Background: an optimization exercise with open tools, aiming at small area, a short achievable clock period and few clock cycles per item. Do not read the settings as production practice.
In this exercise RTL edits were held to simulation tests only and were not proved equivalent to the original.
Power figures rest on the tool's default switching activity, not on a simulated workload.

job 9501:
## fft4
module fft4 #(
    parameter int WIDTH = 32
)(
    input logic clk,
    input logic rst,
    input logic start,
    output logic done,
    input logic signed [WIDTH-1:0] in0,
    input logic signed [WIDTH-1:0] in1,
    input logic signed [WIDTH-1:0] in2,
    input logic signed [WIDTH-1:0] in3,
    output logic signed [WIDTH-1:0] out0,
    output logic signed [WIDTH-1:0] out1,
    output logic signed [WIDTH-1:0] out2,
    output logic signed [WIDTH-1:0] out3
);
Settings: LEC_CHECK=0, ABC_AREA=1, CAP_MARGIN=20, CORE_MARGIN=2, CORE_UTILIZATION=60, CTS_BUF_LIST=sky130_fd_sc_hd__clkbuf_4 sky130_fd_sc_hd__clkbuf_8, GPL_ROUTABILITY_DRIVEN=1, GPL_TIMING_DRIVEN=1, SETUP_SLACK_MARGIN=5, SLEW_MARGIN=20, SYNTH_HIERARCHICAL=1, SYNTH_MINIMUM_KEEP_SIZE=0; clock period 10.0 ns.
standard.sh (not shown) runs the stock make flow with config.mk's settings and CLKGATE_MAP_FILE= SYNTH_SCRIPT=/design/flow/synth_recipe.tcl, a recipe that flattens the netlist after the stock synthesis.
==> flow/flow/run.sh <==
#!/bin/bash
# Standard layout (the standard.sh, standard synthesis), with the port
# buffers made of sky130 buf_1 cells instead of the default pick (a delay
# buffer). Every port still gets its own buffer. make's full output goes to
# standard.log; ORFS keeps each step's log under orfs/logs.
set -euo pipefail
export BUFFER_PORTS_ARGS="-buffer_cell sky130_fd_sc_hd__buf_1"
bash standard.sh > standard.log 2>&1
Testbench counts of job 9501, summed over its fixed seeds: cycles 1,600, items 1,600.
[inputs] job 2697 vs job 9501
--- a/flow/config.mk
+++ b/flow/config.mk
@@ -12,2 +12 @@
-export CTS_BUF_LIST = sky130_fd_sc_hd__clkbuf_4 sky130_fd_sc_hd__clkbuf_8
-export GPL_ROUTABILITY_DRIVEN = 1
+export GPL_ROUTABILITY_DRIVEN = 0
--- outcome ---
- Job 2697 did not stop at any stage, and its layout met the timing, design-rule and antenna checks.
- Changes observed in job 2697 relative to job 9501: minimum clock period went down 0.18 ns, leakage power went up 0.97%.
- Delta (job 2697 minus job 9501): post-route fraction of the period consumed by the critical path went down, number of global-route vias before repair now larger, worst hold slack saw a decrease, count of routing violations after the opening detailed-route iteration went down, maximum frequency increased 4.0%.
- Job 2697 vs job 9501: net switching power up
- Going from job 9501 to job 2697, largest voltage drop on the vdd net went down 9.4%, wire length reported by the detailed router went up 0.53%.
diff inputs: job 2697 => job 5196
==> flow/flow/run.sh <==
#!/bin/bash
set -euo pipefail
export BUFFER_PORTS_ARGS="-buffer_cell sky130_fd_sc_hd__buf_1"
export SETUP_SLACK_MARGIN=5.8
bash standard.sh > standard.log 2>&1
--- a/flow/config.mk
+++ b/flow/config.mk
@@ -11,0 +12 @@
+export CTS_BUF_LIST = sky130_fd_sc_hd__clkbuf_4 sky130_fd_sc_hd__clkbuf_8
@@ -14 +14,0 @@
-export SETUP_SLACK_MARGIN = 5
@@ -17,0 +18 @@
+export TNS_END_PERCENT = 0
Notes after the runs:
- Summary — area added between synthesis and finish, job 5196 relative to job 2697: higher, by 7.0 points.
- Side by side, count of buffers added by post-CTS timing repair for setup turned out higher in job 5196 than in job 2697.
- Diff job 5196..job 2697 | post-synthesis average cell area | unchanged
- Of job 5196 and job 2697, job 2697 shows the lower final routed wirelength across all metal layers, with job 5196 above it.
- Relative to job 2697, the leakage component of the power of job 5196 is higher by about 2.7%.
- Relative to job 2697, the final HPWL from detailed placement measured on job 5196 has increased slightly.
- Relative to job 2697, the total power draw measured on job 5196 has increased slightly.
- [job 5196] detailed route wirelength on metal3 rose about 30% relative to job 2697
What job 8208 does differently from job 5196 at the input level:
--- a/flow/flow/run.sh
+++ b/flow/flow/run.sh
@@ -4 +4 @@
-export SETUP_SLACK_MARGIN=5.8
+export SETUP_SLACK_MARGIN=5.5
- Job 5196 tops out at a higher clock frequency than job 8208.
- Combinational-cell power consumption: job 5196 vs job 8208, no meaningful difference
- Cmp job 5196 and job 8208 / post-cts sizing count / lower: job 8208
Input-level comparison between job 2872 and job 8208:
--- a/flow/flow/run.sh
+++ b/flow/flow/run.sh
@@ -1,0 +2,4 @@
+# Standard layout (the standard.sh, standard synthesis), with the port
+# buffers made of sky130 buf_1 cells instead of the default pick (a delay
+# buffer). Every port still gets its own buffer. make's full output goes to
+# standard.log; ORFS keeps each step's log under orfs/logs.
@@ -4 +7,0 @@
-export SETUP_SLACK_MARGIN=5.5
--- a/flow/config.mk
+++ b/flow/config.mk
@@ -14,0 +15,2 @@
+export PLACE_DENSITY = 0.5
+export SETUP_SLACK_MARGIN = 5
@@ -18 +19,0 @@
-export TNS_END_PERCENT = 0
Notes after the runs:
- Delta (job 2872 minus job 8208): routed length on met2 has decreased, hold slack has decreased.
- Of the two values seen for cell at the slowest stage of the critical path, sky130_fd_sc_hd__edfxtp_1 was produced by job 2872 and sky130_fd_sc_hd__ha_4 by job 8208.
- Job 8208 → job 2872: data arrival time at the worst-slack endpoint went down; final critical-path share of the clock period climbed 1.5 points; wire length saw a decrease; fraction of power consumed by the clock network saw an increase.
- Job 2872 ended up with out3[15] as its end point of the critical path; job 8208 ended up with m0r[1].
Modified inputs, job 8466 compared to job 2872
--- a/flow/config.mk
+++ b/flow/config.mk
@@ -11 +11 @@
-export CORE_UTILIZATION = 60
+export CORE_UTILIZATION = 55
@@ -15 +14,0 @@
-export PLACE_DENSITY = 0.5
Results
Job 2872 completed; timing, DRC and antenna clean. Job 8466 has completed all stages; timing, DRC and antenna checks passed. Job 2872 -> job 8466: total internal power increased by a few percent. Against job 2872 as the reference, job 8466 delivers a lower worst max-slew margin expressed relative to the limit. Number of clock buffer instances in the layout for job 8466: 1 up relative to job 2872. For job 2872, the cell at the slowest stage of the critical path was sky130_fd_sc_hd__edfxtp_1, unlike job 8466, where it was sky130_fd_sc_hd__ha_1. Comparing job 8466 and job 2872, the lower clock latency of the later-clocked register in the worst-skew pair is on job 8466. Job 8466 vs. job 2872: initial antenna violation count moved up, routed wire length moved up, static leakage moved up. The final clock period utilization by the worst path in job 8466 sits 0.49 points above the value recorded for job 2872. Relative contribution of combinational cells to total power came out lower on job 8466 than on job 2872. In job 8466, the met1 usage came out 1.1 points below the value in job 2872.

-- what the ideal ports hide --
How much do the figures lean on ideal ports? The routed layouts below were timed once more, with nothing changed but the port constraints. Step 1, drivers: a clkbuf_16 drives clk and a buf_2 each remaining input, both assumed. Step 2 also shifts input and output timing later by t, the mid clock arrival at the registers, as if the neighbouring blocks saw the same clock. a / b / c = ideal / step 1 / step 2; a / b = the first two.
| run | shift t [ns] | setup WS [ns] | clock arrival spread, ns |
|---|---|---|---|
| job 9501 | 0.499 | 5.168 / 5.194 / 4.694 | 0.014 / 0.013 |
| job 2697 | 0.476 | 5.352 / 5.314 / 4.890 | 0.016 / 0.016 |
| job 5196 | 0.500 | 5.520 / 5.474 / 5.048 | 0.017 / 0.016 |
| job 8208 | 0.491 | 5.454 / 5.457 / 4.988 | 0.017 / 0.017 |
| job 2872 | 0.516 | 5.309 / 5.262 / 4.896 | 0.021 / 0.021 |
| job 8466 | 0.494 | 5.260 / 5.258 / 4.772 | 0.022 / 0.022 |
After both steps every run listed still meets setup and hold. For job 8466, which loses most, drivers alone change the setup slack by -0.002 ns; drivers and shift together by -0.488 ns.
